Background: an optimization exercise with open tools, aiming at small area, a short achievable clock period and few clock cycles. Do not read the settings as production practice. RTL that was checked went through simulation tests only; none was proved equivalent to the original. Only the layout flow was run in runs 6 and 7; the RTL was not checked for function there. The clock input has no modelled driver; a real chip could not lean on it and would need a root buffer or a full tree. Power figures rest on the tool's default switching activity, not on a simulated workload.

$ cat flow/run.sh
#!/bin/bash
set -e
export CTS_ARGS="-sink_clustering_enable -repair_clock_nets -sink_clustering_size 30 -sink_clustering_max_diameter 60 -dont_use_dummy_load"
export BUFFER_PORTS_ARGS="-buffer_cell sky130_fd_sc_hd__buf_1"
export POST_CTS_TCL="$PWD/flow/drop_root.tcl"
bash standard.sh > standard.log 2>&1
$ cat flow/drop_root.tcl
set block [ord::get_db_block]
set port_net [$block findNet clk]

proc out_net {inst} {
  foreach it [$inst getITerms] {
    if {[$it isOutputSignal]} { return [$it getNet] }
  }
  return ""
}
proc in_iterm {inst} {
  foreach it [$inst getITerms] {
    if {[$it isInputSignal]} { return $it }
  }
  return ""
}
proc loads_of {net drv} {
  set l {}
  foreach it [$net getITerms] {
    if {[$it getInst] != $drv && [$it isInputSignal]} { lappend l $it }
  }
  return $l
}

set iterms [$port_net getITerms]
if {[llength $iterms] == 1} {
  set root [[lindex $iterms 0] getInst]
  set onet [out_net $root]
  set loads [loads_of $onet $root]
  if {[llength $loads] <= 2} {
    foreach it $loads {
      $it disconnect
      $it connect $port_net
    }
    puts "drop_root: removed [$root getName], [llength $loads] loads moved to the clock port"
    odb::dbInst_destroy $root
    odb::dbNet_destroy $onet
    # split each first-level buffer in two
    set n 0
    foreach it $loads {
      set mid [$it getInst]
      set mnet [out_net $mid]
      set leaves [loads_of $mnet $mid]
      if {[llength $leaves] < 4} { continue }
      # sort the leaves along the wider spread of their locations
      set pts {}
      set xs {}
      set ys {}
      foreach l $leaves {
        set loc [[$l getInst] getLocation]
        lappend pts [list $l [lindex $loc 0] [lindex $loc 1]]
        lappend xs [lindex $loc 0]
        lappend ys [lindex $loc 1]
      }
      set xs [lsort -integer $xs]
      set ys [lsort -integer $ys]
      set dx [expr {[lindex $xs end] - [lindex $xs 0]}]
      set dy [expr {[lindex $ys end] - [lindex $ys 0]}]
      set key [expr {$dx >= $dy ? 1 : 2}]
      set pts [lsort -integer -index $key $pts]
      set half [expr {[llength $pts] / 2}]
      set g1 [lrange $pts 0 [expr {$half - 1}]]
      set g2 [lrange $pts $half end]
      set master [$mid getMaster]
      set nb [odb::dbInst_create $block $master "clkbuf_split_$n"]
      set nn [odb::dbNet_create $block "clknet_split_$n"]
      $nn setSigType CLOCK
      [in_iterm $nb] connect $port_net
      foreach itx [$nb getITerms] {
        if {[$itx isOutputSignal]} { $itx connect $nn }
      }
      set sx 0; set sy 0
      foreach p $g2 {
        set l [lindex $p 0]
        $l disconnect
        $l connect $nn
        set sx [expr {$sx + [lindex $p 1]}]
        set sy [expr {$sy + [lindex $p 2]}]
      }
      $nb setLocation [expr {$sx / [llength $g2]}] [expr {$sy / [llength $g2]}]
      $nb setPlacementStatus PLACED
      set sx 0; set sy 0
      foreach p $g1 {
        set sx [expr {$sx + [lindex $p 1]}]
        set sy [expr {$sy + [lindex $p 2]}]
      }
      $mid setLocation [expr {$sx / [llength $g1]}] [expr {$sy / [llength $g1]}]
      puts "drop_root: split [$mid getName]: [llength $g1] + [llength $g2] leaves"
      incr n
    }
    detailed_placement
    check_placement -verbose
  } else {
    puts "drop_root: root drives [llength $loads] pins, left unchanged"
  }
}
estimate_parasitics -placement
report_clock_latency
$ cat standard.sh
#!/bin/bash
# synth_recipe.tcl (not shown) runs the flow's synth.tcl, then flattens the netlist and writes it again
# the make line also repeats each setting of config.mk as NAME=value (left out here)
make -C /OpenROAD-flow-scripts/flow DESIGN_CONFIG=/design/flow/config.mk WORK_HOME=/design/flow/orfs CLKGATE_MAP_FILE= SYNTH_SCRIPT=/design/flow/synth_recipe.tcl "${@:-finish}"
$ cat config.mk
export PLATFORM = sky130hd
export DESIGN_NAME = cb_seg
export DESIGN_NICKNAME = cb_seg
export VERILOG_FILES = /design/flow/design.v
export SDC_FILE = /design/flow/constraint.sdc
export NUM_CORES = 4
export LEC_CHECK = 0
export CAP_MARGIN = 20
export CORE_MARGIN = 2
export CORE_UTILIZATION = 55
export CTS_CLUSTER_DIAMETER = 60
export CTS_CLUSTER_SIZE = 30
export SETUP_SLACK_MARGIN = 3.05
export SLEW_MARGIN = 20
$ cat constraint.sdc
create_clock -name core_clock -period 5.0 [get_ports {clk}]
set_input_delay 1.0000 -clock core_clock [delete_from_list [all_inputs] [get_ports {clk}]]
set_output_delay 1.0000 -clock core_clock [all_outputs]
set_load 0.01 [all_outputs]
$ cat design.v
module cb_seg(
    input wire clk,
    input wire reset,
    input wire[11:0] tb_size_in,
    input wire wreq_size,
    output wire rreq_data,
    input wire[7:0] tb_in,
    output wire cb_valid,
    output wire[7:0] cb_data,
    output wire cb_size,
    output wire cb_start
);
reg [10:0] wq [0:32];
reg [32:0] v;        
wire       release_cur;
wire [32:0] fa;      
wire [31:0] mv;      
reg  [7:1] fb;
wire [8:1] fbx = {v[32], fb};
wire [32:0] vn;      
genvar g;
generate for (g = 0; g < 32; g = g + 1) begin : q
    localparam integer M = ((g + 4) / 4) * 4;
    if (g + 1 == M) begin : top
        assign fa[g] = fbx[M/4];
    end else begin : loc
        assign fa[g] = (&v[M-1:g+1]) & fbx[M/4];
    end
    assign mv[g] = v[g] & ~fa[g];
    always @(posedge clk)
        if (mv[g]) wq[g+1] <= wq[g];
end endgenerate
assign fa[32] = 1'b1;
always @(posedge clk)
    if (wreq_size) wq[0] <= tb_size_in[10:0];
assign vn[0]    = wreq_size | (v[0] & ~mv[0]);
assign vn[32]   = mv[31] | (v[32] & ~release_cur);
assign vn[31:1] = mv[30:0] | (v[31:1] & ~mv[31:1]);
integer j;
reg [7:1] fbn;
always @(*)
    for (j = 1; j < 8; j = j + 1) fbn[j] = &(vn | ((33'd1 << (4 * j)) - 33'd1));
always @(posedge clk or posedge reset)
    if (reset) begin
        v  <= 33'd0;
        fb <= 7'd0;
    end else begin
        v  <= vn;
        fb <= fbn;
    end
wire [10:0] cur = wq[32];
wire [10:0] w31 = wq[31];
reg c_gt768, c_big, c_nofill, c_fill1, c_is1;
always @(posedge clk)
    if (mv[31]) begin
        c_gt768  <= w31 > 11'd768;
        c_big    <= (w31 > 11'd132) & ~((w31 > 11'd768) & ~(w31 > 11'd894));
        c_nofill <= (w31 == 11'd132) | (w31 == 11'd768) | (w31 == 11'd894) | (w31 == 11'd1530);
        c_fill1  <= (w31 == 11'd131) | (w31 == 11'd767) | (w31 == 11'd893) | (w31 == 11'd1529);
        c_is1    <= (w31 == 11'd1);
    end
localparam IDLE = 2'd0, BODY = 2'd2, CRC = 2'd3;
reg [1:0]  ph;
reg [10:0] p;
reg        fill;     
reg        fe;       
reg        lastnc;   
reg        twob;     
reg        big;      
reg        sob;      
reg        blk2;     
reg [1:0]  cc;       
wire p_fe = twob ? (big ? (p == 11'd1528) : (p == 11'd892))
                 : (big ? (p == 11'd766) : (p == 11'd130));
wire tb_last = (ph == BODY & lastnc & ~twob) | (ph == CRC & cc == 2'd2 & blk2);
wire start = v[32] & ((ph == IDLE) | tb_last);
wire fill_end = (ph == BODY) & fill & fe;
assign release_cur = (start & c_nofill) | fill_end;
always @(posedge clk or posedge reset)
    if (reset) ph <= IDLE;
    else if (start) ph <= BODY;
    else case (ph)
        BODY: if (lastnc) ph <= twob ? CRC : IDLE;
        CRC:  if (cc == 2'd2) ph <= blk2 ? IDLE : BODY;
        default: ;
    endcase
always @(posedge clk) begin
    if (start) begin
        p      <= cur;
        fill   <= ~c_nofill;
        fe     <= c_fill1;
        lastnc <= 1'b0;
        twob   <= c_gt768;
        big    <= c_big;
        sob    <= 1'b1;
        blk2   <= 1'b0;
    end else case (ph)
        BODY: begin
            sob <= 1'b0;
            cc  <= 2'd0;
            if (fill) begin
                if (fe) begin
                    p      <= cur;
                    fill   <= 1'b0;
                    lastnc <= c_is1;
                end else begin
                    p      <= p + 11'd1;
                    fe     <= p_fe;
                end
            end else begin
                p      <= p - 11'd1;
                lastnc <= (p == 11'd2) | (twob & ~blk2 & (p == 11'd767));
            end
        end
        CRC: begin
            cc <= cc + 2'd1;
            if (cc == 2'd2) begin
                blk2 <= 1'b1;
                big  <= 1'b1;
                sob  <= 1'b1;
            end
        end
        default: ;
    endcase
end
wire is_v    = ph[1];                       
wire is_data = (ph == BODY) & ~fill;
wire is_crc  = (ph == CRC);
reg s1_v, s2_v, s1_d, s2_d, s1_c, s2_c;
reg s1_st, s2_st, s1_sz, s2_sz;
reg rreq_q;
assign rreq_data = rreq_q;
always @(posedge clk or posedge reset)
    if (reset) begin
        s1_v <= 1'b0; s2_v <= 1'b0; rreq_q <= 1'b0;
    end else begin
        s1_v <= is_v; s2_v <= s1_v; rreq_q <= is_data;
    end
always @(posedge clk) begin
    s1_d <= is_data; s1_c <= is_crc; s1_st <= sob; s1_sz <= big;
    s2_d <= s1_d;    s2_c <= s1_c;   s2_st <= s1_st; s2_sz <= s1_sz;
end
reg [7:0]  ob;       
reg        ov, ost, osz;
reg        ocu;      
reg [23:0] crc;
assign cb_valid = ov;
assign cb_data  = ob;
assign cb_start = ost;
assign cb_size  = osz;
function [23:0] crc_next(input [23:0] s, input [7:0] d);
    reg [23:0] r;
    integer k;
    begin
        r = s;
        for (k = 0; k < 8; k = k + 1)
            r = {r[22:0], 1'b0} ^ ((r[23] ^ d[k]) ? 24'h800063 : 24'h0);
        crc_next = r;
    end
endfunction
wire [23:0] crc_n = crc_next(crc, ob);
always @(posedge clk or posedge reset)
    if (reset) ov <= 1'b0;
    else       ov <= s2_v;
always @(posedge clk) begin
    ost <= s2_st;
    osz <= s2_sz;
    ocu <= s2_v & ~s2_c;
    if (s2_c)
        ob <= ocu ? crc_n[7:0] : crc[15:8];
    else
        ob <= s2_d ? tb_in : 8'h00;
    if (s2_v & s2_st) crc <= 24'hffffff;
    else if (ocu) crc <= crc_n;
    else if (s2_c) crc[15:0] <= crc[23:8];
end
endmodule
==> metrics.md, run 1 <==
| Metric | Value |
|---|---|
| Syn Inst Count | 939 |
| FF-to-FF Start | fb[7] |
| Antenna cell count | 0 |
| Chip Width | 176.9 um |
| Hold path cells | 0 |
| Gr ovfl total | 0 |
| Vias | 7,424 |
| Port buffer count | 33 |
| Iter 0 DRT Violations | 435 |
| Most common cell in the synthesized netlist | edfxtp_1 |
| Fill cells | 2,159 |
| WP data arrival | 2.16 ns |
| Clk network pwr share | 0.206 |
| Internal | 7787 uW |
| Io pins | 35 |
| P_leak | 0.006569 uW |
| Final Max Slew Viols | 0 |
| Minimum clock period | 1.872 ns |
| Clock Skews | 0.04420 ns |
| DR WL/cell | 16.26 um |
| Number of global-route vias before repair | 7,002 |
| Synth top cells by count | 385 x edfxtp_1, 76 x nand2_1, 46 x dfrtp_1, 46 x dfxtp_1, 28 x o21ai_0 |
| Min-Delay Startpoint | s1_c |
| Final Power | 10,860 uW |
| Worst EP required | 5.29 ns |
| Clk pin slew, worst setup/hold paths | 0.08 ns |
| DRT antenna net count | 0 |
| Share of cells above drive strength 1 | 0.1384 |
| Syn nets | 969 |
| Top cell type's share of synthesized area | 0.7032 |
| Reg2reg setup slack | 3.13 ns |
| Sw frac | 0.2827 |
| Distinct cells, synth | 60 |
| Sw Pwr | 3069 uW |
| Worst-Skew Late Latency | 0.35 ns |
| Core Region | 29,560 um^2 |
| Syn Area/Cell | 17.51 um^2 |
| Sequential share of power | 0.556 |
| Largest area contributor in the netlist | edfxtp_1 |
| Fmax | 534.2 MHz |
| GRT Overall Usage | 0.1488 |
| Rel. slew slack | 0.4264 |
| Die ar. | 31,290 um^2 |
| Number of flops mapped to enable cells by yosys | 385 |
| Slew @ Worst Pin | 0.8584 ns |
| TNS Setup | 0 ns |
| Pwr dens | 591.0 nW/um^2 |
| Initial antenna violation count | 0 |
| Std-Cell Rows | 63 |
| Initial Util | 0.5562 |
| Min-Delay Endpoint | s2_c |
| Register Area | 13,650 um^2 |
| Reg2reg end | fb[1] |
| # DRC | 0 |
| Unrepaired setup endpoints after global routing | true |
| R2r worst-path depth | 6 |
| Multi-input gate area | 2770 um^2 |
| Largest net degree at the start of global routing | 47 |
| Critical path class | flop to flop |
| Hpwl dp | 14,510 um |
| Seq/Total Area, Yosys | 0.8292 |
| Class of the worst hold path | flop to flop |
| P&R area growth vs syn | 11.72% |
| Die Height | 176.9 um |
| Crit start category | flop |
| First-pass GRT wire length | 36,160 um |
| Top_reg_cell synth | edfxtp_1 |
| Final setup viols | 0 |
| Yosys reg bits | 477 |
| CP max FO | 4 |
| Gate power share | 0.238 |
| Peak VDD IR | 398.3 uV |
| Drt pass-1 iters | 4 |
| Final wirelength | 23,030 um |
| Vias per Instance | 5.243 |
| Area contributors post-synth | edfxtp_1 70%, dfrtp_1 7.0%, dfxtp_1 5.6%, nand2_1 1.7%, xnor2_1 1.3% |
| Nets | 1,058 |
| Placer Congestion | 0.7447 |
| Crit. End Element | flop |
| Hold Vio Cnt, Final | 0 |
| Clock sinks | 477 |
| YS warnings | 2 |
| Final Util | 0.6214 |
| Mapped Area | 16,440 um^2 |
| Post-synthesis async set-or-reset flop share | 0.09644 |
| Max-cap violation count | 0 |
| Fin crit share | 0.3744 |
| Outcome | timing/DRC/antenna clean |
## layout by cell type, fill, tap and decap left out, types with 4 or more instances in the layout
| master | n |
|---|---|
| inv_1 | 18 |
| or3_1 | 4 |
| buf_6 | 9 |
| a22o_1 | 4 |
| nand2_1 | 75 |
| dfrtp_1 | 44 |
| mux2i_1 | 17 |
| nor2_1 | 26 |
| nand3_1 | 25 |
| o22ai_1 | 11 |
| nor3_1 | 6 |
| dfxtp_1 | 37 |
| buf_4 | 42 |
| nand2b_1 | 19 |
| a21oi_1 | 25 |
| and2_1 | 25 |
| dfxtp_2 | 9 |
| nor2b_1 | 8 |
| xor2_1 | 17 |
| a21o_1 | 8 |
| a211oi_1 | 4 |
| nand4_1 | 5 |
| xnor2_2 | 8 |
| clkbuf_16 | 32 |
| buf_1 | 23 |
| edfxtp_1 | 385 |
| a31oi_1 | 4 |
| ha_1 | 6 |
| o211ai_1 | 15 |
| xnor2_1 | 18 |
| a21boi_0 | 5 |
| o21ai_0 | 26 |
## worst max-delay path, cell delays in order, from the launching register on
cell,delay [ns]
dfrtp_1,0.39
nand2b_4,0.16
maj3_1,0.37
o21ai_2,0.21
nand3_2,0.14
and4b_2,0.37
o2111a_1,0.20
## through the flow
stage	std cells	hold slack, ns	instance area [um^2]	setup slack [ns]
6_report	1416	0.3161	18370	3.128
2_1_floorplan	939	0.3096	16450	3.059
3_5_place_dp	1347	0.3121	17020	2.630
3_3_place_gp	1347	0.3107	17020	2.680
5_1_grt	1416	0.3253	18370	3.012
## metal layers
| layer | part of all wire | up-vias | wire (um) | GRT usage |
|---|---|---|---|---|
| met5 | 0 | - | 0 | 0 |
| met4 | 0.020 | 0 | 464 | 0.03822 |
| met1 | 0.46 | 3636 | 10580 | 0.2097 |
| li1 | - | 3650 | - | - |
| met2 | 0.48 | 110 | 10990 | 0.2368 |
| met3 | 0.043 | 28 | 992 | 0.03565 |
## power groups by stage
stage	clock network, uW	logic (uW)	registers [uW]
after floorplan	0	1780	5900
after global placement	0	2100	6100
after detailed placement	0	2140	6130
after global routing	2460	2890	6140
final	2230	2590	6030
## state kept, by name, indices dropped and copies added, names as in the netlist, 2 cells and up
| register | cells |
|---|---|
| cc | 2 |
| crc | 24 |
| fb | 7 |
| ob | 8 |
| p | 11 |
| ph | 2 |
| v | 33 |
| wq | 363 |
## cell type report, clock buffers not listed
| type | instances | share of cell area |
|---|---|---|
| plain buffers | 2 | 0.002725 |
| inverters | 24 | 0.005790 |
| well taps | 390 | 0.02657 |
| flip-flops and latches | 477 | 0.7430 |
| multi-input cells | 416 | 0.1508 |
| repair buffers | 77 | 0.03025 |
## worst max path at each step
stage / from / to
final: fb[7] / fb[1]
after global routing: p[0] / p[10]
after detailed placement: fb[5] / fb[1]
after global placement: fb[5] / fb[1]
after floorplan: fb[5] / fb[1]
## cell families after synthesis
family / after synthesis / synth area share
xor+xnor: 43 / 0.02382
buf+inv: 46 / 0.01119
fa+ha+maj: 10 / 0.007154
mux: 19 / 0.01172
flops: 477 / 0.8292
compound gates: 122 / 0.04810
simple gates: 222 / 0.06880
Testbench counts, summed over its fixed seeds: cycles 1,060,569.
==> inputs of run 2 (changes only) <==
--- a/config.mk
+++ b/config.mk
@@ -9,6 +9,6 @@
 export CORE_MARGIN = 2
-export CORE_UTILIZATION = 55
+export CORE_UTILIZATION = 40
 export CTS_CLUSTER_DIAMETER = 60
 export CTS_CLUSTER_SIZE = 30
-export SETUP_SLACK_MARGIN = 3.05
+export SETUP_SLACK_MARGIN = 3.1
 export SLEW_MARGIN = 20
==> metrics.md, run 2 <==
| Metric | Value |
|---|---|
| Placer Congestion | 0.7896 (+6.0%) |
| Mapped Area | 16,440 um^2 (unchanged) |
| Buf/Inv on CP | 1 (+1) |
| Hold Slack | 0.3270 ns (+0.01092 ns) |
| Initial antenna violation count | 0 (unchanged) |
| Number of global-route vias before repair | 7,185 (+2.6%) |
| Io pins | 35 (unchanged) |
| Worst-Skew Late Latency | 0.35 ns (about the same) |
| GRT Overall Usage | 0.1111 (-0.03779) |
| Crit start category | flop |
| Largest net degree at the start of global routing | 47 (unchanged) |
| Top_reg_cell synth | edfxtp_1 |
| Number of flops mapped to enable cells by yosys | 385 (unchanged) |
| Final wirelength | 23,790 um (+3.3%) |
| DRT antenna net count | 0 (unchanged) |
| FF-to-FF Start | twob |
| Slew @ Worst Pin | 0.8495 ns (-0.008869 ns) |
| Die Height | 206.7 um (+17%) |
| First-pass GRT wire length | 37,050 um (+2.4%) |
| R2r worst-path depth | 8 (+2) |
| Most frequent cells in the layout | 385 x edfxtp_1, 74 x nand2_1, 46 x buf_4 |
| Critical path's top delay family | flip-flops |
| Syn nets | 969 (unchanged) |
| Syn Area/Cell | 17.51 um^2 (unchanged) |
| Minimum clock period | 1.868 ns (-0.004500 ns) |
| Clock Skews | 0.06353 ns (+0.01933 ns) |
| Most common cell in the synthesized netlist | edfxtp_1 |
| Nets | 1,059 (+0.095%) |
| Most common cell after layout, fill and taps aside | edfxtp_1 |
| Fin crit share | 0.3735 (-0.0009000) |
| Largest area contributor in the netlist | edfxtp_1 |
| Iter 0 DRT Violations | 556 (+28%) |
| Unrepaired setup endpoints after global routing | true |
| Crit. End Element | output pin |
| Critical path class | flop to output pin |
| Vias per Instance | 4.851 (-7.5%) |
| Area contributors post-synth | edfxtp_1 70%, dfrtp_1 7.0%, dfxtp_1 5.6%, nand2_1 1.7%, xnor2_1 1.3% |
| Worst EP required | 4.00 ns (-1.29 ns) |
| TNS Setup | 0 ns (unchanged) |
| Max-cap violation count | 0 (unchanged) |
| Reg2reg setup slack | 3.16 ns (+0.03 ns) |
| Core Region | 40,740 um^2 (+38%) |
| Clk pin slew, worst setup/hold paths | 0.06 ns (-0.02 ns) |
| Gr ovfl total | 0 (unchanged) |
| Die ar. | 42,740 um^2 (+37%) |
| CP max FO | 1 (-3) |
| Share of cells above drive strength 1 | 0.1529 (+0.01447) |
| Peak VDD IR | 360.8 uV (-9.4%) |
| Seq/Total Area, Yosys | 0.8292 (unchanged) |
| Vias | 7,563 (+1.9%) |
| Port buffer count | 33 (unchanged) |
| Largest register FFs | 363 (unchanged) |
| Top cell type's share of synthesized area | 0.7032 (unchanged) |
| Rel. slew slack | 0.4325 (+0.006132) |
| Post-synthesis async set-or-reset flop share | 0.09644 (unchanged) |
| Slowest-stage cell, CP | dfrtp_1 |
| Class of the worst hold path | flop to flop |
| CP Depth | 1 (-5) |
| Critical Path Source | rreq_q |
| WP data arrival | 0.87 ns (-1.29 ns) |
| P&R area growth vs syn | 13.24% |
| Hold Vio Cnt, Final | 0 (unchanged) |
| Std-Cell Rows | 74 (+17%) |
| Biggest registers after layout | wq: 363 flops, v: 33 flops, crc: 24 flops |
| Drt pass-1 iters | 5 (+1) |
| CP peak stage delay | 0.37 ns (-0.02 ns) |
| CP Capture Point | rreq_data |
| Final Max Slew Viols | 0 (unchanged) |
| Fmax | 535.4 MHz (+0.24%) |
| Antenna cell count | 0 (unchanged) |
| Largest Register | wq |
| # DRC | 0 (unchanged) |
| Synth top cells by count | 385 x edfxtp_1, 76 x nand2_1, 46 x dfrtp_1, 46 x dfxtp_1, 28 x o21ai_0 |
| Reg2reg end | p[10] |
| Pwr dens | 586.6 nW/um^2 (-0.75%) |
| Crit-path cells | buf_1 |
| DR WL/cell | 15.26 um (-6.2%) |
| Initial Util | 0.4036 (-0.1526) |
| Distinct cells, synth | 60 (unchanged) |
| P_leak | 0.006590 uW (+0.32%) |
| Yosys reg bits | 477 (unchanged) |
| Outcome | timing/DRC/antenna clean |
| Final setup viols | 0 (unchanged) |
| Clock sinks | 477 (unchanged) |
| Chip Width | 206.7 um (+17%) |
| Syn Inst Count | 939 (unchanged) |
| YS warnings | 2 (unchanged) |
| Hpwl dp | 15,120 um (+4.2%) |
[run 2: cell counts after synthesis]
No cell type changed its count.
[run 2: worst min path at each step]
stage / depth (start not counted) / from / to / slack, ns
after global routing: 0 / s2_sz / osz / 0.33
final: 0 / s1_st / s2_st / 0.33
after detailed placement: 0 / s2_sz / osz / 0.31
after global placement: 0 / s2_sz / osz / 0.31
after floorplan: 0 / s2_sz / osz / 0.31
[run 2: per-layer routing]
layer  part of all wire  up-vias  track usage  wire length [um]
met2               0.49      121       0.1845             11660
met5                  0        -            0                 0
met4              0.019        0      0.02761               453
met1               0.45     3757       0.1492             10680
li1                   -     3650            -                 -
met3              0.042       35      0.02480              1000
[run 2: stage by stage]
stage	worst slack, ns	util	area, um^2	total power [uW]	cells
after floorplan	3.059	-	16450	7678	939
after global placement	2.755	0.4221	17200	8197	1489
after detailed placement	2.704	0.4221	17200	8292	1489
after global routing	3.027	0.4570	18620	11560	1559
final	3.132	0.4570	18620	10920	1559
[run 2: cell families (layout without fill, tap and decap cells)]
group	after synthesis	count (layout)	synth area share
AO/OA/AOI/OAI	122	122	0.04810
XOR/XNOR	43	43	0.02382
adder cells (fa/ha/maj)	10	10	0.007154
buffers and inverters	46	134	0.01119
flip-flops	477	477	0.8292
multiplexers	19	19	0.01172
AND/OR/NAND/NOR	222	222	0.06880
[run 2: layout make-up, clock buffers not listed]
| type | instances | area [um^2] |
|---|---|---|
| Buffer | 2 | 50.05 |
| Fill cell | 3443 | 22120 |
| Inverter | 24 | 108.9 |
| Multi-Input combinational cell | 416 | 2872 |
| Sequential cell | 477 | 13650 |
| Tap cell | 532 | 665.6 |
| Timing Repair Buffer | 80 | 571.8 |
[run 2: power breakdown]
part	leakage, uW	internal (uW)	switching [uW]
Clock	0.000370	1070	1090
Combinational	0.00156	1220	1510
Sequential	0.00466	5520	507
[run 2: worst reg2reg max path, cell delays in order (launching register included)]
cell      delay, ns
edfxtp_1       0.42
buf_4          0.19
nand2b_1       0.19
nand2_1        0.12
nand3_4        0.17
buf_12         0.18
nand2b_4       0.13
nor2_1         0.07
a211oi_1       0.20
==> inputs of run 3 (changes only) <==
--- a/config.mk
+++ b/config.mk
@@ -12,3 +12,3 @@
 export CTS_CLUSTER_SIZE = 30
-export SETUP_SLACK_MARGIN = 3.1
+export SETUP_SLACK_MARGIN = 3.05
 export SLEW_MARGIN = 20
==> metrics.md, run 3 <==
| Metric | Value |
|---|---|
| Fill cells | 3,476 (+0.96%) |
| Sequential share of power | 0.560 (+0.008) |
| GRT Overall Usage | 0.1101 (-0.001000) |
| Distinct cells, synth | 60 (unchanged) |
| Worst-Skew Late Latency | 0.35 ns (about the same) |
| Largest register FFs | 363 (unchanged) |
| Share of cells above drive strength 1 | 0.1371 (-0.01575) |
| Clk pin slew, worst setup/hold paths | 0.08 ns (+0.02 ns) |
| Syn Area/Cell | 17.51 um^2 (unchanged) |
| Die ar. | 42,740 um^2 (unchanged) |
| Top_reg_cell synth | edfxtp_1 |
| # DRC | 0 (unchanged) |
| Pwr dens | 583.3 nW/um^2 (-0.57%) |
| Min-Delay Startpoint | s1_st |
| Peak VDD IR | 360.7 uV (about the same) |
| Min-Delay Endpoint | s2_st |
| Io pins | 35 (unchanged) |
| Slew @ Worst Pin | 0.8516 ns (+0.002113 ns) |
| Hpwl dp | 15,120 um (unchanged) |
| Post-synthesis async set-or-reset flop share | 0.09644 (unchanged) |
| Final wirelength | 23,490 um (-1.3%) |
| Fin crit share | 0.3711 (-0.002380) |
| DP Cell Count | 1,489 (unchanged) |
| Die Height | 206.7 um (unchanged) |
| Nets | 1,053 (-0.57%) |
| Port buffer count | 33 (unchanged) |
| Drt pass-1 iters | 5 (unchanged) |
| Seq/Total Area, Yosys | 0.8292 (unchanged) |
| Syn Inst Count | 939 (unchanged) |
| Placer Congestion | 0.7896 (unchanged) |
| Crit start category | flop |
| Critical path class | flop to flop |
| First-pass GRT wire length | 36,720 um (-0.88%) |
| Rel. slew slack | 0.4309 (-0.001618) |
| Reg2reg setup slack | 3.14 ns (-0.02 ns) |
| Largest net degree at the start of global routing | 47 (unchanged) |
| P&R area growth vs syn | 12.30% |
| Synth top cells by count | 385 x edfxtp_1, 76 x nand2_1, 46 x dfrtp_1, 46 x dfxtp_1, 28 x o21ai_0 |
| TNS Setup | 0 ns (unchanged) |
| Number of global-route vias before repair | 7,122 (-0.88%) |
| Fin cells | 1,553 (-0.38%) |
| Vias per Instance | 4.831 (-0.41%) |
| P_leak | 0.006522 uW (-1.0%) |
| Most frequent cells in the layout | 385 x edfxtp_1, 75 x nand2_1, 44 x dfrtp_1 |
| WP data arrival | 1.93 ns (+1.06 ns) |
| Sw Pwr | 3049 uW (-2.0%) |
| Outcome | timing/DRC/antenna clean |
| Hold path cells | 0 (unchanged) |
| Clk network pwr share | 0.200 (+0.002) |
| Max-cap violation count | 0 (unchanged) |
| Initial Util | 0.4036 (unchanged) |
| Antenna cell count | 0 (unchanged) |
| Syn nets | 969 (unchanged) |
| Class of the worst hold path | flop to flop |
| YS warnings | 2 (unchanged) |
| Finished Cell Area | 18,460 um^2 (-0.83%) |
| Yosys reg bits | 477 (unchanged) |
| Fmax | 538.9 MHz (+0.64%) |
| Unrepaired setup endpoints after global routing | true |
| Initial antenna violation count | 0 (unchanged) |
| Top cell type's share of synthesized area | 0.7032 (unchanged) |
| Most common cell after layout, fill and taps aside | edfxtp_1 |
| Worst EP required | 5.07 ns (+1.07 ns) |
| Area contributors post-synth | edfxtp_1 70%, dfrtp_1 7.0%, dfxtp_1 5.6%, nand2_1 1.7%, xnor2_1 1.3% |
| Final Max Slew Viols | 0 (unchanged) |
| DR WL/cell | 15.12 um (-0.89%) |
| Iter 0 DRT Violations | 508 (-8.6%) |
| DRT antenna net count | 0 (unchanged) |
| Biggest registers after layout | wq: 363 flops, v: 33 flops, crc: 24 flops |
| R2r worst-path depth | 6 (-2) |
| Sw frac | 0.2831 (-0.001794) |
| Gate power share | 0.240 (-0.011) |
| Largest Register | wq |
| Std-Cell Rows | 74 (unchanged) |
| Crit. End Element | flop |
| Hold Slack | 0.3271 ns (+0.00005100 ns) |
| Post-DP Area | 17,200 um^2 (unchanged) |
| Clock sinks | 477 (unchanged) |
| Clock Skews | 0.06366 ns (+0.0001361 ns) |
| Internal | 7720 uW (-1.1%) |
| Most common cell in the synthesized netlist | edfxtp_1 |
| Gr ovfl total | 0 (unchanged) |
| Reg2reg end | p[0] |
| Vias | 7,503 (-0.79%) |
| Chip Width | 206.7 um (unchanged) |
| Number of flops mapped to enable cells by yosys | 385 (unchanged) |
| Largest area contributor in the netlist | edfxtp_1 |
| Final setup viols | 0 (unchanged) |
| Mapped Area | 16,440 um^2 (unchanged) |
| FF-to-FF Start | ph[0] |
| Minimum clock period | 1.856 ns (-0.01190 ns) |
| CP max FO | 10 (+9) |
| Final Power | 10,770 uW (-1.4%) |
| Core Region | 40,740 um^2 (unchanged) |
| Hold Vio Cnt, Final | 0 (unchanged) |
==> run 3: cell counts after synthesis <==
Identical to the previous run, type by type.
==> run 3: final cells by class, clock buffers not listed <==
| type | instances | area, um^2 | share of cell area |
|---|---|---|---|
| Multi-Input combinational cell | 416 | 2775 | 0.1503 |
| Inverter | 24 | 108.9 | 0.005896 |
| Timing Repair Buffer | 74 | 514.2 | 0.02785 |
| Buffer | 2 | 50.05 | 0.002711 |
| Sequential cell | 477 | 13650 | 0.7392 |
| Tap cell | 532 | 665.6 | 0.03605 |
==> run 3: cells by family (layout without fill, tap and decap cells) <==
kind of cell | count (synthesis) | count (layout) | synth area share
adders and majority gates | 10 | 10 | 0.007154
and+or+nand+nor | 222 | 222 | 0.06880
xor gates and xnor gates | 43 | 43 | 0.02382
buffers and inverters | 46 | 128 | 0.01119
DFF | 477 | 477 | 0.8292
AOI/OAI and AO/OA | 122 | 122 | 0.04810
muxes | 19 | 19 | 0.01172
==> run 3: layer usage <==
layer	wire (um)	global-route usage
met5	0	0
met4	460	0.02761
met2	11450	0.1824
met1	10670	0.1480
met3	910	0.02480
==> run 3: stage by stage <==
step	utilization	setup slack (ns)
2_1_floorplan	-	3.059
3_3_place_gp	0.4221	2.755
3_5_place_dp	0.4221	2.704
5_1_grt	0.4532	3.011
6_report	0.4532	3.144
==> run 3: worst max-delay path, stage by stage, from the launching register on <==
cell,delay [ns]
dfrtp_2,0.46
and2b_2,0.29
nand2_1,0.10
nand3_4,0.17
inv_8,0.07
a21oi_4,0.15
mux2_2,0.34
==> run 3: worst max path at each step <==
stage,from,endpoint,depth (start not counted)
after detailed placement,cc[0],p[0],8
after global routing,p[2],p[9],5
after global placement,fb[5],fb[1],6
after floorplan,fb[5],fb[1],6
final,ph[0],p[0],6
==> run 3: power groups by stage <==
stage	Clock [uW]	Combinational, uW	Sequential (uW)
global route	2390	2890	6140
detailed placement	0	2150	6140
finish	2160	2590	6030
global placement	0	2100	6090
floorplan	0	1780	5900
==> inputs of run 4 (changes only) <==
==> flow/run.sh (replaced) <==
#!/bin/bash
set -e
export CTS_ARGS="-sink_clustering_enable -repair_clock_nets -sink_clustering_size 30 -sink_clustering_max_diameter 50 -dont_use_dummy_load"
export BUFFER_PORTS_ARGS="-buffer_cell sky130_fd_sc_hd__buf_1"
export POST_CTS_TCL="$PWD/flow/drop_root.tcl"
bash standard.sh > standard.log 2>&1
==> metrics.md, run 4 <==
| Metric | Value |
|---|---|
| Outcome | timing/DRC/antenna clean |
| Critical Path Source | rreq_q |
| Die ar. | 42,740 um^2 (unchanged) |
| P_leak | 0.006569 uW (+0.71%) |
| Sw frac | 0.2828 (about the same) |
| Core Region | 40,740 um^2 (unchanged) |
| GRT Overall Usage | 0.1117 (+0.001682) |
| Nets | 1,051 (-0.19%) |
| Top_reg_cell synth | edfxtp_1 |
| Placer Congestion | 0.7896 (unchanged) |
| Crit start category | flop |
| Std-Cell Rows | 74 (unchanged) |
| Largest register FFs | 363 (unchanged) |
| Hpwl dp | 15,120 um (unchanged) |
| Initial antenna violation count | 0 (unchanged) |
| Register Area | 13,650 um^2 (about the same) |
| Vias | 7,471 (-0.43%) |
| Sw Pwr | 3134 uW (+2.8%) |
| DRT antenna net count | 0 (unchanged) |
| Biggest registers after layout | wq: 363 flops, v: 33 flops, crc: 24 flops |
| Clk network pwr share | 0.228 (+0.028) |
| Syn Area/Cell | 17.51 um^2 (unchanged) |
| Crit-path cells | clkbuf_2 |
| Synth top cells by count | 385 x edfxtp_1, 76 x nand2_1, 46 x dfrtp_1, 46 x dfxtp_1, 28 x o21ai_0 |
| Vias per Instance | 4.817 (-0.30%) |
| CTS tree | done |
| Internal | 7947 uW (+2.9%) |
| Initial Util | 0.4036 (unchanged) |
| Class of the worst hold path | flop to flop |
| Largest Register | wq |
| Iter 0 DRT Violations | 480 (-5.5%) |
| Rel. slew slack | 0.4157 (-0.01513) |
| YS warnings | 2 (unchanged) |
| Clock Skews | 0.04141 ns (-0.02225 ns) |
| Share of cells above drive strength 1 | 0.1335 (-0.003656) |
| Most common cell in the synthesized netlist | edfxtp_1 |
| Crit. End Element | output pin |
| Minimum clock period | 2.035 ns (+0.1789 ns) |
| Final Max Slew Viols | 0 (unchanged) |
| Gr ovfl total | 0 (unchanged) |
| Post-synthesis async set-or-reset flop share | 0.09644 (unchanged) |
| Distinct cells, synth | 60 (unchanged) |
| Most frequent cells in the layout | 385 x edfxtp_1, 75 x nand2_1, 45 x dfrtp_1 |
| Fmax | 491.5 MHz (-8.8%) |
| Hold Vio Cnt, Final | 0 (unchanged) |
| Multi-input gate area | 2759 um^2 (-0.59%) |
| Worst EP required | 4.00 ns (-1.07 ns) |
| Critical path class | flop to output pin |
| CP max FO | 1 (-9) |
| Fill cells | 3,452 (-0.69%) |
| Final setup viols | 0 (unchanged) |
| Number of global-route vias before repair | 7,233 (+1.6%) |
| Mapped Area | 16,440 um^2 (unchanged) |
| Clock sinks | 477 (unchanged) |
| Gate power share | 0.228 (-0.012) |
| First-pass GRT wire length | 37,290 um (+1.5%) |
| Slowest-stage cell, CP | dfrtp_1 |
| CP peak stage delay | 0.39 ns (-0.07 ns) |
| Fin crit share | 0.4069 (+0.03578) |
| Largest net degree at the start of global routing | 47 (unchanged) |
| TNS Setup | 0 ns (unchanged) |
| WP data arrival | 1.03 ns (-0.90 ns) |
| Slew @ Worst Pin | 0.8743 ns (+0.02265 ns) |
| Syn Inst Count | 939 (unchanged) |
| Pwr dens | 596.3 nW/um^2 (+2.2%) |
| Max-cap violation count | 0 (unchanged) |
| P&R area growth vs syn | 13.02% |
| Final wirelength | 23,690 um (+0.83%) |
| DR WL/cell | 15.27 um (+0.96%) |
| Yosys reg bits | 477 (unchanged) |
| Port buffer count | 33 (unchanged) |
| Peak VDD IR | 346.4 uV (-4.0%) |
| Top cell type's share of synthesized area | 0.7032 (unchanged) |
| Unrepaired setup endpoints after global routing | true |
| Antenna cell count | 0 (unchanged) |
| Largest area contributor in the netlist | edfxtp_1 |
| Post-placement setup slack | 2.704 ns (unchanged) |
| Most common cell after layout, fill and taps aside | edfxtp_1 |
| Sequential share of power | 0.545 (-0.015) |
| Buf/Inv on CP | 1 (unchanged) |
| Setup ws final | 2.965 ns (-0.1789 ns) |
| Worst-Skew Late Latency | 0.53 ns (+0.18 ns) |
| Chip Width | 206.7 um (unchanged) |
| Min-Delay Startpoint | s2_sz |
| # DRC | 0 (unchanged) |
| Final Util | 0.4561 (+0.002918) |
| Number of flops mapped to enable cells by yosys | 385 (unchanged) |
| Seq/Total Area, Yosys | 0.8292 (unchanged) |
| Die Height | 206.7 um (unchanged) |
| Critical path's top delay family | flip-flops |
| FF-to-FF Start | ph[0] |
| Io pins | 35 (unchanged) |
| Drt pass-1 iters | 4 (-1) |
| Area contributors post-synth | edfxtp_1 70%, dfrtp_1 7.0%, dfxtp_1 5.6%, nand2_1 1.7%, xnor2_1 1.3% |
| Syn nets | 969 (unchanged) |
| Clk pin slew, worst setup/hold paths | 0.06 ns (-0.02 ns) |
-- run 4: power groups by stage --
stage,sequential [uW],clock (uW),combinational (uW)
2_1_floorplan,5900,0,1780
3_3_place_gp,6090,0,2100
3_5_place_dp,6140,0,2150
5_1_grt,6140,2780,2830
6_report,6030,2530,2520
-- run 4: final timing paths --
path	end	slack (ns)	cells past startpoint
min in group asynchronous	v[3]	0.64	3
max in group asynchronous	v[32]	3.85	3
hold reg to reg	osz	0.33	0
setup reg to reg	p[0]	3.13	6
setup / recovery	rreq_data	2.97	1
hold / removal	osz	0.33	0
-- run 4: final cells by class, clock buffers not listed --
class                      count  area share
tap                          532     0.03582
sequential                   477      0.7346
inverter                      24    0.005589
timing repair buffer          64     0.02438
multi-input combinational    416      0.1485
-- run 4: metrics by stage --
| stage | hold slack [ns] | std cells | area [um^2] | power (uW) |
|---|---|---|---|---|
| after detailed placement | 0.3143 | 1489 | 17200 | 8292 |
| after global routing | 0.3280 | 1551 | 18580 | 11750 |
| after floorplan | 0.3096 | 939 | 16450 | 7678 |
| after global placement | 0.3147 | 1489 | 17200 | 8197 |
| final | 0.3253 | 1551 | 18580 | 11080 |
-- run 4: metal layers --
layer | up-vias | global-route usage | part of all wire
met3 | 44 | 0.02527 | 0.051
met2 | 146 | 0.1848 | 0.48
met5 | - | 0 | 0
met4 | 0 | 0.03369 | 0.023
li1 | 3633 | - | -
met1 | 3648 | 0.1482 | 0.44
-- run 4: cell families after synthesis --
group                    count (synthesis)  share of synthesized area
adder cells (fa/ha/maj)                 10                   0.007154
AND/OR/NAND/NOR                        222                    0.06880
AO/OA/AOI/OAI                          122                    0.04810
multiplexers                            19                    0.01172
buffers and inverters                   46                    0.01119
XOR/XNOR                                43                    0.02382
flip-flops                             477                     0.8292
==> inputs of run 5 (changes only) <==
==> flow/run.sh (replaced) <==
#!/bin/bash
set -e
export CTS_ARGS="-sink_clustering_enable -repair_clock_nets -sink_clustering_size 30 -sink_clustering_max_diameter 75 -dont_use_dummy_load"
export BUFFER_PORTS_ARGS="-buffer_cell sky130_fd_sc_hd__buf_1"
export POST_CTS_TCL="$PWD/flow/drop_root.tcl"
bash standard.sh > standard.log 2>&1
==> metrics.md, run 5 <==
| Metric | Value |
|---|---|
| Outcome | timing/DRC/antenna clean |
| Rel. slew slack | 0.4195 (+0.003727) |
| Crit start category | flop |
| Final setup viols | 0 (unchanged) |
| Largest area contributor in the netlist | edfxtp_1 |
| Worst EP required | 5.07 ns (+1.07 ns) |
| Register Area | 13,650 um^2 (about the same) |
| Core Region | 40,740 um^2 (unchanged) |
| Synth top cells by count | 385 x edfxtp_1, 76 x nand2_1, 46 x dfrtp_1, 46 x dfxtp_1, 28 x o21ai_0 |
| Critical path class | flop to flop |
| Post-DP Area | 17,200 um^2 (unchanged) |
| Pwr dens | 573.2 nW/um^2 (-3.9%) |
| Most common cell after layout, fill and taps aside | edfxtp_1 |
| Initial Util | 0.4036 (unchanged) |
| Chip Width | 206.7 um (unchanged) |
| Clock sinks | 477 (unchanged) |
| Syn nets | 969 (unchanged) |
| Die Height | 206.7 um (unchanged) |
| P&R area growth vs syn | 10.97% |
| DR WL/cell | 15.21 um (-0.43%) |
| Placer Congestion | 0.7896 (unchanged) |
| Port buffer count | 33 (unchanged) |
| Vias | 7,442 (-0.39%) |
| Unrepaired setup endpoints after global routing | true |
| Sequential share of power | 0.577 (+0.032) |
| Clock Skews | 0.04186 ns (+0.0004472 ns) |
| Internal | 7457 uW (-6.2%) |
| DP Cell Count | 1,489 (unchanged) |
| Largest net degree at the start of global routing | 47 (unchanged) |
| Area contributors post-synth | edfxtp_1 70%, dfrtp_1 7.0%, dfxtp_1 5.6%, nand2_1 1.7%, xnor2_1 1.3% |
| CP max FO | 10 (+9) |
| Hold Vio Cnt, Final | 0 (unchanged) |
| Fin crit share | 0.3762 (-0.03071) |
| Syn Area/Cell | 17.51 um^2 (unchanged) |
| Worst-Skew Late Latency | 0.33 ns (-0.20 ns) |
| GRT Overall Usage | 0.1102 (-0.001579) |
| Antenna cell count | 0 (unchanged) |
| First-pass GRT wire length | 36,800 um (-1.3%) |
| Number of flops mapped to enable cells by yosys | 385 (unchanged) |
| Fill cells | 3,492 (+1.2%) |
| Crit. End Element | flop |
| Class of the worst hold path | flop to flop |
| Std-Cell Rows | 74 (unchanged) |
| Fmax | 531.6 MHz (+8.2%) |
| Sw frac | 0.2870 (+0.004174) |
| WP data arrival | 1.95 ns (+0.92 ns) |
| TNS Setup | 0 ns (unchanged) |
| DRT antenna net count | 0 (unchanged) |
| Top cell type's share of synthesized area | 0.7032 (unchanged) |
| Clk network pwr share | 0.179 (-0.049) |
| Gr ovfl total | 0 (unchanged) |
| Io pins | 35 (unchanged) |
| Most common cell in the synthesized netlist | edfxtp_1 |
| Die ar. | 42,740 um^2 (unchanged) |
| Hold Slack | 0.2974 ns (-0.02797 ns) |
| Drt pass-1 iters | 5 (+1) |
| Yosys reg bits | 477 (unchanged) |
| Peak VDD IR | 445.0 uV (+28%) |
| Largest Register | wq |
| Hpwl dp | 15,120 um (unchanged) |
| Number of global-route vias before repair | 7,067 (-2.3%) |
| Largest register FFs | 363 (unchanged) |
| P_leak | 0.006424 uW (-2.2%) |
| Gate power share | 0.244 (+0.016) |
| Top_reg_cell synth | edfxtp_1 |
| Most frequent cells in the layout | 385 x edfxtp_1, 75 x nand2_1, 44 x dfrtp_1 |
| Initial antenna violation count | 0 (unchanged) |
| Post-synthesis async set-or-reset flop share | 0.09644 (unchanged) |
| Fin cells | 1,543 (-0.52%) |
| Slew @ Worst Pin | 0.8690 ns (-0.005261 ns) |
| # DRC | 0 (unchanged) |
| Seq/Total Area, Yosys | 0.8292 (unchanged) |
| Mapped Area | 16,440 um^2 (unchanged) |
| Multi-input gate area | 2760 um^2 (about the same) |
| Distinct cells, synth | 60 (unchanged) |
| Final Power | 10,460 uW (-5.6%) |
| Vias per Instance | 4.823 (+0.13%) |
| Nets | 1,043 (-0.76%) |
| YS warnings | 2 (unchanged) |
| Minimum clock period | 1.881 ns (-0.1536 ns) |
| Share of cells above drive strength 1 | 0.1246 (-0.008835) |
| Sw Pwr | 3001 uW (-4.2%) |
| Biggest registers after layout | wq: 363 flops, v: 33 flops, crc: 24 flops |
| Final Max Slew Viols | 0 (unchanged) |
| Finished Cell Area | 18,250 um^2 (-1.8%) |
| Max-cap violation count | 0 (unchanged) |
| Iter 0 DRT Violations | 604 (+26%) |
| Syn Inst Count | 939 (unchanged) |
| Clk pin slew, worst setup/hold paths | 0.10 ns (+0.04 ns) |
| Final wirelength | 23,460 um (-0.94%) |
-- run 5: cell counts after synthesis --
Identical to the previous run, type by type.
-- run 5: final timing paths --
kind	from	endpoint	slack (ns)	cells past startpoint
max	cc[0]	p[0]	3.12	8
min	s1_c	s2_c	0.30	0
max reg2reg	cc[0]	p[0]	3.12	8
min reg2reg	s1_c	s2_c	0.30	0
max in group asynchronous	reset	ph[1]	3.67	3
min in group asynchronous	reset	v[0]	0.83	3
-- run 5: logic make-up (layout without fill, tap and decap cells) --
logic type,Yosys count,after routing,share of synthesized area
simple gates,222,222,0.06880
compound gates,122,122,0.04810
xor+xnor,43,43,0.02382
mux,19,19,0.01172
flops,477,477,0.8292
fa+ha+maj,10,10,0.007154
buf+inv,46,118,0.01119
-- run 5: final cells by class, clock buffers not listed --
| type | instances | share of cell area |
|---|---|---|
| timing repair buffer | 71 | 0.02695 |
| buffer | 2 | 0.002743 |
| sequential | 477 | 0.7480 |
| inverter | 24 | 0.005692 |
| tap | 532 | 0.03648 |
| multi-input combinational | 416 | 0.1513 |
-- run 5: critical path, cell delays in order, from the launching register on --
cell and delay [ns]:
edfxtp_1 0.34, inv_1 0.05, ha_1 0.24, nand3_1 0.15
nand2_1 0.10, nand3_4 0.16, inv_4 0.10, a21oi_4 0.16
mux2_2 0.34
-- run 5: power groups by stage --
stage	clock network (uW)	registers, uW	logic, uW
5_1_grt	2110	6140	2850
2_1_floorplan	0	5900	1780
6_report	1870	6030	2560
3_5_place_dp	0	6140	2150
3_3_place_gp	0	6090	2100
-- run 5: routing by layer --
metal,vias up,GRT usage,part of all wire
li1,3615,-,-
met1,3714,0.1499,0.46
met2,90,0.1830,0.49
met3,23,0.02433,0.037
met4,0,0.02330,0.014
met5,-,0,0
-- run 5: per-stage QoR --
stage          setup slack (ns)  utilization
3_3_place_gp              2.755       0.4221
6_report                  3.119       0.4479
2_1_floorplan             3.059            -
5_1_grt                   2.979       0.4479
3_5_place_dp              2.704       0.4221
==> inputs of run 6 (changes only) <==
--- a/design.v
+++ b/design.v
@@ -17,4 +17,4 @@
 wire [31:0] mv;      
-reg  [7:1] fb;
-wire [8:1] fbx = {v[32], fb};
+reg  [3:1] fb;
+wire [4:1] fbx = {v[32], fb};
 wire [32:0] vn;      
@@ -22,7 +22,7 @@
 generate for (g = 0; g < 32; g = g + 1) begin : q
-    localparam integer M = ((g + 4) / 4) * 4;
+    localparam integer M = ((g + 8) / 8) * 8;
     if (g + 1 == M) begin : top
-        assign fa[g] = fbx[M/4];
+        assign fa[g] = fbx[M/8];
     end else begin : loc
-        assign fa[g] = (&v[M-1:g+1]) & fbx[M/4];
+        assign fa[g] = (&v[M-1:g+1]) & fbx[M/8];
     end
@@ -39,5 +39,5 @@
 integer j;
-reg [7:1] fbn;
+reg [3:1] fbn;
 always @(*)
-    for (j = 1; j < 8; j = j + 1) fbn[j] = &(vn | ((33'd1 << (4 * j)) - 33'd1));
+    for (j = 1; j < 4; j = j + 1) fbn[j] = &(vn | ((33'd1 << (8 * j)) - 33'd1));
 always @(posedge clk or posedge reset)
@@ -45,3 +45,3 @@
         v  <= 33'd0;
-        fb <= 7'd0;
+        fb <= 3'd0;
     end else begin
==> flow/run.sh (replaced) <==
#!/bin/bash
set -e
export CTS_ARGS="-sink_clustering_enable -repair_clock_nets -sink_clustering_size 30 -sink_clustering_max_diameter 60 -dont_use_dummy_load"
export BUFFER_PORTS_ARGS="-buffer_cell sky130_fd_sc_hd__buf_1"
export POST_CTS_TCL="$PWD/flow/drop_root.tcl"
bash standard.sh > standard.log 2>&1
--- a/flow/drop_root.tcl
+++ b/flow/drop_root.tcl
@@ -28,3 +28,3 @@
   set loads [loads_of $onet $root]
-  if {[llength $loads] <= 2} {
+  if {[llength $loads] <= 4} {
     foreach it $loads {
@@ -38,3 +38,5 @@
     set n 0
+    set npins [llength $loads]
     foreach it $loads {
+      if {$npins >= 4} { break }
       set mid [$it getInst]
@@ -88,2 +90,3 @@
       incr n
+      incr npins
     }
==> metrics.md, run 6 <==
| Metric | Value |
|---|---|
| Crit. End Element | output pin |
| Number of flops mapped to enable cells by yosys | 385 (unchanged) |
| Most common cell after layout, fill and taps aside | edfxtp_1 |
| DRT antenna net count | 0 (unchanged) |
| Crit start category | flop |
| TNS Setup | 0 ns (unchanged) |
| Initial antenna violation count | 0 (unchanged) |
| CP peak stage delay | 0.38 ns (+0.04 ns) |
| Slowest-stage cell, CP | dfrtp_1 |
| DR WL/cell | 15.32 um (+0.75%) |
| Biggest registers after layout | wq: 363 flops, v: 33 flops, crc: 24 flops |
| Mapped Area | 16,400 um^2 (-0.22%) |
| Pwr dens | 585.2 nW/um^2 (+2.1%) |
| Setup ws final | 3.099 ns (-0.01993 ns) |
| Die Height | 206.5 um (-0.11%) |
| Share of cells above drive strength 1 | 0.1351 (+0.01051) |
| Minimum clock period | 1.901 ns (+0.01993 ns) |
| Peak VDD IR | 411.2 uV (-7.6%) |
| Register Area | 13,550 um^2 (-0.72%) |
| Worst-Skew Late Latency | 0.35 ns (+0.02 ns) |
| Final wirelength | 23,460 um (about the same) |
| Fmax | 526.0 MHz (-1.0%) |
| Final Max Slew Viols | 0 (unchanged) |
| Distinct cells, synth | 60 (unchanged) |
| Critical path class | flop to output pin |
| Die ar. | 42,650 um^2 (-0.22%) |
| Area contributors post-synth | edfxtp_1 70%, dfrtp_1 6.4%, dfxtp_1 5.6%, nand2_1 1.6%, mux2i_1 1.1% |
| Syn nets | 964 (-0.52%) |
| Largest area contributor in the netlist | edfxtp_1 |
| Final setup viols | 0 (unchanged) |
| Largest register FFs | 363 (unchanged) |
| Chip Width | 206.5 um (-0.11%) |
| # DRC | 0 (unchanged) |
| Syn Inst Count | 934 (-0.53%) |
| WP data arrival | 0.90 ns (-1.05 ns) |
| Post-placement setup slack | 2.334 ns (-0.3708 ns) |
| Multi-input gate area | 2840 um^2 (+2.9%) |
| DP Cell Count | 1,474 (-1.0%) |
| Unrepaired setup endpoints after global routing | true |
| Rel. slew slack | 0.4676 (+0.04814) |
| Worst EP required | 4.00 ns (-1.07 ns) |
| Clk pin slew, worst setup/hold paths | 0.07 ns (-0.03 ns) |
| Port buffer count | 33 (unchanged) |
| Io pins | 35 (unchanged) |
| Clock Skews | 0.05610 ns (+0.01425 ns) |
| Outcome | timing/DRC/antenna clean |
| Post-synthesis async set-or-reset flop share | 0.08879 (-0.007641) |
| Hold Vio Cnt, Final | 0 (unchanged) |
| Initial Util | 0.4036 (about the same) |
| Gr ovfl total | 0 (unchanged) |
| Class of the worst hold path | flop to flop |
| Fin cells | 1,531 (-0.78%) |
| Critical path's top delay family | flip-flops |
| Largest Register | wq |
| GRT Overall Usage | 0.1098 (-0.0004017) |
| Top cell type's share of synthesized area | 0.7048 (+0.001555) |
| Reg2reg setup slack | 3.12 ns (about the same) |
| Yosys reg bits | 473 (-0.84%) |
| Nets | 1,031 (-1.2%) |
| Fill cells | 3,467 (-0.72%) |
| Most frequent cells in the layout | 385 x edfxtp_1, 65 x nand2_1, 39 x dfrtp_1 |
| Fin crit share | 0.3802 (+0.003986) |
| Top_reg_cell synth | edfxtp_1 |
| Core Region | 40,650 um^2 (-0.23%) |
| Drt pass-1 iters | 5 (unchanged) |
| Hold Slack | 0.3267 ns (+0.02936 ns) |
| Hpwl dp | 14,970 um (-1.0%) |
| Std-Cell Rows | 74 (unchanged) |
| First-pass GRT wire length | 37,030 um (+0.62%) |
| Vias | 7,480 (+0.51%) |
| Synth top cells by count | 385 x edfxtp_1, 69 x nand2_1, 46 x dfxtp_1, 42 x dfrtp_1, 29 x nand3_1 |
| Antenna cell count | 0 (unchanged) |
| Clock sinks | 473 (-0.84%) |
| Largest net degree at the start of global routing | 43 (-8.5%) |
| P&R area growth vs syn | 11.69% |
| Placer Congestion | 0.8059 (+2.1%) |
| Crit-path cells | buf_1 |
| Max-cap violation count | 0 (unchanged) |
| Syn Area/Cell | 17.56 um^2 (+0.31%) |
| Buf/Inv on CP | 1 (-1) |
| Slew @ Worst Pin | 0.7966 ns (-0.07235 ns) |
| Final Power | 10,720 uW (+2.5%) |
| Vias per Instance | 4.886 (+1.3%) |
| P_leak | 0.006385 uW (-0.61%) |
| YS warnings | 2 (unchanged) |
| Seq/Total Area, Yosys | 0.8250 (-0.004268) |
| Number of global-route vias before repair | 7,246 (+2.5%) |
| Iter 0 DRT Violations | 490 (-19%) |
| CP max FO | 1 (-9) |
| Most common cell in the synthesized netlist | edfxtp_1 |
-- run 6: through the flow --
step / utilization / area [um^2]
floorplan: - / 16420
global placement: 0.4212 / 17120
detailed placement: 0.4213 / 17120
global route: 0.4508 / 18320
finish: 0.4508 / 18320
-- run 6: worst register-to-register path, cell delays in order (launching register included) --
cell      delay, ns
edfxtp_1       0.45
ha_2           0.25
nand2_1        0.07
nor2_2         0.13
and3_4         0.23
nand3_1        0.08
a211o_1        0.32
a311oi_2       0.26
-- run 6: per-layer routing --
| layer | GRT usage | vias to the layer above | part of all wire |
|---|---|---|---|
| met5 | 0 | - | 0 |
| met2 | 0.1863 | 120 | 0.50 |
| li1 | - | 3623 | - |
| met4 | 0.02653 | 0 | 0.016 |
| met1 | 0.1447 | 3701 | 0.45 |
| met3 | 0.02318 | 36 | 0.041 |
-- run 6: path summary, 6_finish.rpt --
path,start,cells past startpoint,endpoint
max in group asynchronous,reset,3,fb[3]
worst max-delay path,rreq_q,1,rreq_data
min in group asynchronous,reset,2,v[0]
worst max register to register,p[0],7,lastnc
worst min register to register,s1_c,0,s2_c
worst min-delay path,s1_c,0,s2_c
-- run 6: cell type report, clock buffers not listed --
class | count | share of cell area
tap | 532 | 0.03633
sequential | 473 | 0.7395
multi-input combinational | 416 | 0.1550
timing repair buffer | 64 | 0.02424
buffer | 2 | 0.002731
inverter | 16 | 0.003961
-- run 6: cell families (layout without fill, tap and decap cells) --
kind of cell	Yosys count	after routing	synth area share
DFF	473	473	0.8250
buffers and inverters	46	110	0.01121
AOI/OAI and AO/OA	117	117	0.04660
adders and majority gates	12	12	0.008390
xor gates and xnor gates	38	38	0.02395
muxes	19	19	0.01167
and+or+nand+nor	229	230	0.07322
-- run 6: power by group --
group	switching [uW]	total [uW]	internal, uW
Sequential	520	5890	5370
Clock	1090	2160	1070
Combinational	1520	2670	1150
==> inputs of run 7 (changes only) <==
==> flow/run.sh (replaced) <==
#!/bin/bash
set -e
export CTS_ARGS="-sink_clustering_enable -repair_clock_nets -sink_clustering_size 30 -sink_clustering_max_diameter 50 -dont_use_dummy_load"
export BUFFER_PORTS_ARGS="-buffer_cell sky130_fd_sc_hd__buf_1"
export POST_CTS_TCL="$PWD/flow/drop_root.tcl"
bash standard.sh > standard.log 2>&1
==> metrics.md, run 7 <==
| Metric | Value |
|---|---|
| Most common cell in the synthesized netlist | edfxtp_1 |
| Top cell type's share of synthesized area | 0.7048 (unchanged) |
| Slew @ Worst Pin | 0.8026 ns (+0.005990 ns) |
| Iter 0 DRT Violations | 536 (+9.4%) |
| Distinct cells, synth | 60 (unchanged) |
| Fin crit share | 0.3807 (+0.0005180) |
| Pwr dens | 593.3 nW/um^2 (+1.4%) |
| Hold Vio Cnt, Final | 0 (unchanged) |
| Peak VDD IR | 356.2 uV (-13%) |
| Hold Slack | 0.3280 ns (+0.001339 ns) |
| Final setup viols | 0 (unchanged) |
| Crit. End Element | flop |
| Clk pin slew, worst setup/hold paths | 0.06 ns (about the same) |
| Rel. slew slack | 0.4636 (-0.004003) |
| Unrepaired setup endpoints after global routing | true |
| Clock Skews | 0.04359 ns (-0.01251 ns) |
| Std-Cell Rows | 74 (unchanged) |
| Gr ovfl total | 0 (unchanged) |
| Yosys reg bits | 473 (unchanged) |
| Largest area contributor in the netlist | edfxtp_1 |
| Worst EP required | 5.25 ns (+1.25 ns) |
| Minimum clock period | 1.904 ns (+0.002590 ns) |
| Number of global-route vias before repair | 7,299 (+0.73%) |
| Most common cell after layout, fill and taps aside | edfxtp_1 |
| Buf/Inv on CP | 0 (-1) |
| Outcome | timing/DRC/antenna clean |
| Die Height | 206.5 um (unchanged) |
| Share of cells above drive strength 1 | 0.1458 (+0.01070) |
| Core Region | 40,650 um^2 (unchanged) |
| Final Max Slew Viols | 0 (unchanged) |
| Crit-path cells | nand3_2, nor2_2, and3_2, nand3_1, a211o_1, a311oi_2 |
| Top_reg_cell synth | edfxtp_1 |
| Most frequent cells in the layout | 385 x edfxtp_1, 65 x nand2_1, 39 x dfrtp_1 |
| Area contributors post-synth | edfxtp_1 70%, dfrtp_1 6.4%, dfxtp_1 5.6%, nand2_1 1.6%, mux2i_1 1.1% |
| Worst-Skew Late Latency | 0.36 ns (about the same) |
| # DRC | 0 (unchanged) |
| Number of flops mapped to enable cells by yosys | 385 (unchanged) |
| Largest Register | wq |
| Initial antenna violation count | 0 (unchanged) |
| Syn Inst Count | 934 (unchanged) |
| CP peak stage delay | 0.55 ns (+0.17 ns) |
| TNS Setup | 0 ns (unchanged) |
| Crit start category | flop |
| Max-cap violation count | 0 (unchanged) |
| Io pins | 35 (unchanged) |
| P_leak | 0.006461 uW (+1.2%) |
| Class of the worst hold path | flop to flop |
| Vias | 7,532 (+0.70%) |
| Biggest registers after layout | wq: 363 flops, v: 33 flops, crc: 24 flops |
| Nets | 1,040 (+0.87%) |
| Antenna cell count | 0 (unchanged) |
| First-pass GRT wire length | 37,200 um (+0.48%) |
| Critical path's top delay family | simple AND/OR/NAND/NOR gates |
| Clock sinks | 473 (unchanged) |
| Chip Width | 206.5 um (unchanged) |
| Critical path class | flop to flop |
| DRT antenna net count | 0 (unchanged) |
| Largest net degree at the start of global routing | 43 (unchanged) |
| Largest register FFs | 363 (unchanged) |
| Vias per Instance | 4.891 (+0.11%) |
| Port buffer count | 33 (unchanged) |
| Syn Area/Cell | 17.56 um^2 (unchanged) |
| Drt pass-1 iters | 5 (unchanged) |
| Slowest-stage cell, CP | edfxtp_1 |
| Syn nets | 964 (unchanged) |
| WP data arrival | 2.15 ns (+1.25 ns) |
| Final wirelength | 23,910 um (+1.9%) |
| Seq/Total Area, Yosys | 0.8250 (unchanged) |
| Synth top cells by count | 385 x edfxtp_1, 69 x nand2_1, 46 x dfxtp_1, 42 x dfrtp_1, 29 x nand3_1 |
| P&R area growth vs syn | 12.60% |
| Hpwl dp | 14,970 um (unchanged) |
| DR WL/cell | 15.52 um (+1.3%) |
| Fmax | 525.3 MHz (-0.14%) |
| Placer Congestion | 0.8059 (unchanged) |
| Die ar. | 42,650 um^2 (unchanged) |
| Initial Util | 0.4036 (unchanged) |
| Mapped Area | 16,400 um^2 (unchanged) |
| Post-synthesis async set-or-reset flop share | 0.08879 (unchanged) |
| GRT Overall Usage | 0.1097 (about the same) |
| YS warnings | 2 (unchanged) |
| CP max FO | 8 (+7) |
==> run 7: cell counts after synthesis <==
No cell type changed its count.
==> run 7: path summary, 6_finish.rpt <==
| path | cells after the start | from | endpoint | slack [ns] |
|---|---|---|---|---|
| worst max-delay path | 6 | p[3] | lastnc | 3.10 |
| min in group asynchronous | 2 | reset | v[6] | 0.58 |
| worst max register to register | 6 | p[3] | lastnc | 3.10 |
| max in group asynchronous | 3 | reset | v[25] | 3.91 |
| worst min-delay path | 0 | s1_c | s2_c | 0.33 |
| worst min register to register | 0 | s1_c | s2_c | 0.33 |
==> run 7: final cells by class, clock buffers not listed <==
class,count,area [um^2]
Fill cell,3453,22180
Inverter,16,72.57
Multi-Input combinational cell,417,2841
Sequential cell,473,13550
Tap cell,532,665.6
Timing Repair Buffer,67,466.7
==> run 7: kinds of logic (layout without fill, tap and decap cells) <==
kind of cell    after synthesis  count (layout)  share of synthesized area
flops                       473             473                     0.8250
simple gates                229             231                    0.07322
compound gates              117             117                    0.04660
buf+inv                      46             118                    0.01121
xor+xnor                     38              38                    0.02395
mux                          19              19                    0.01167
fa+ha+maj                    12              12                   0.008390
==> run 7: stage by stage <==
stage | setup WS [ns] | instance area, um^2 | total power [uW] | std cells | utilization
2_1_floorplan | 3.047 | 16420 | 7731 | 934 | -
3_3_place_gp | 2.437 | 17120 | 8240 | 1474 | 0.4212
3_5_place_dp | 2.334 | 17120 | 8324 | 1474 | 0.4213
5_1_grt | 2.994 | 18470 | 11580 | 1540 | 0.4544
6_report | 3.096 | 18470 | 10960 | 1540 | 0.4544
==> run 7: metal layers <==
layer / up-vias / wire [um] / global-route usage
li1: 3645 / - / -
met1: 3701 / 10470 / 0.1431
met2: 141 / 11760 / 0.1865
met3: 45 / 1196 / 0.02271
met4: 0 / 475 / 0.03036
met5: - / 0 / 0
==> run 7: worst register-to-register path, cell delays in order (launching register included) <==
cell,delay [ns]
edfxtp_1,0.55
nand3_2,0.19
nor2_2,0.18
and3_2,0.25
nand3_1,0.09
a211o_1,0.32
a311oi_2,0.26
==> run 7: power by group <==
part	internal (uW)	switching, uW
clock network	1240	1130
logic	1160	1550
registers	5370	514
total	7770	3190

==> port drivers added, routing unchanged <==
The results above use ideal ports. As a check the final layouts listed here were re-extracted and re-timed, cells and wires unchanged. Step 1 assumes that a clkbuf_16 drives the clock port and a buf_2 every other input. Step 2 adds t to the input delays and takes it off the output delays; t is the mean of the earliest and latest rising clock arrival at the registers after step 1. Input paths then give back, and output paths get back, about the clock's delay inside the block. Slacks: ideal ports / drivers / drivers and shift; pairs: ideal ports / drivers.
| run | t (ns) | slack for setup (ns) | worst data-port slew with drivers (ns) |
|---|---|---|---|
| run 1 | 0.428 | 3.128 / 3.047 / 3.128 | 0.03 |
| run 2 | 0.424 | 3.132 / 3.030 / 3.161 | 0.05 |
| run 3 | 0.424 | 3.144 / 3.043 / 3.144 | 0.05 |
| run 4 | 0.560 | 2.965 / 2.917 / 3.132 | 0.05 |
| run 5 | 0.414 | 3.119 / 3.032 / 3.119 | 0.05 |
| run 6 | 0.420 | 3.099 / 3.003 / 3.115 | 0.04 |
| run 7 | 0.426 | 3.096 / 3.025 / 3.096 | 0.04 |
After both steps every run listed still meets setup and hold.
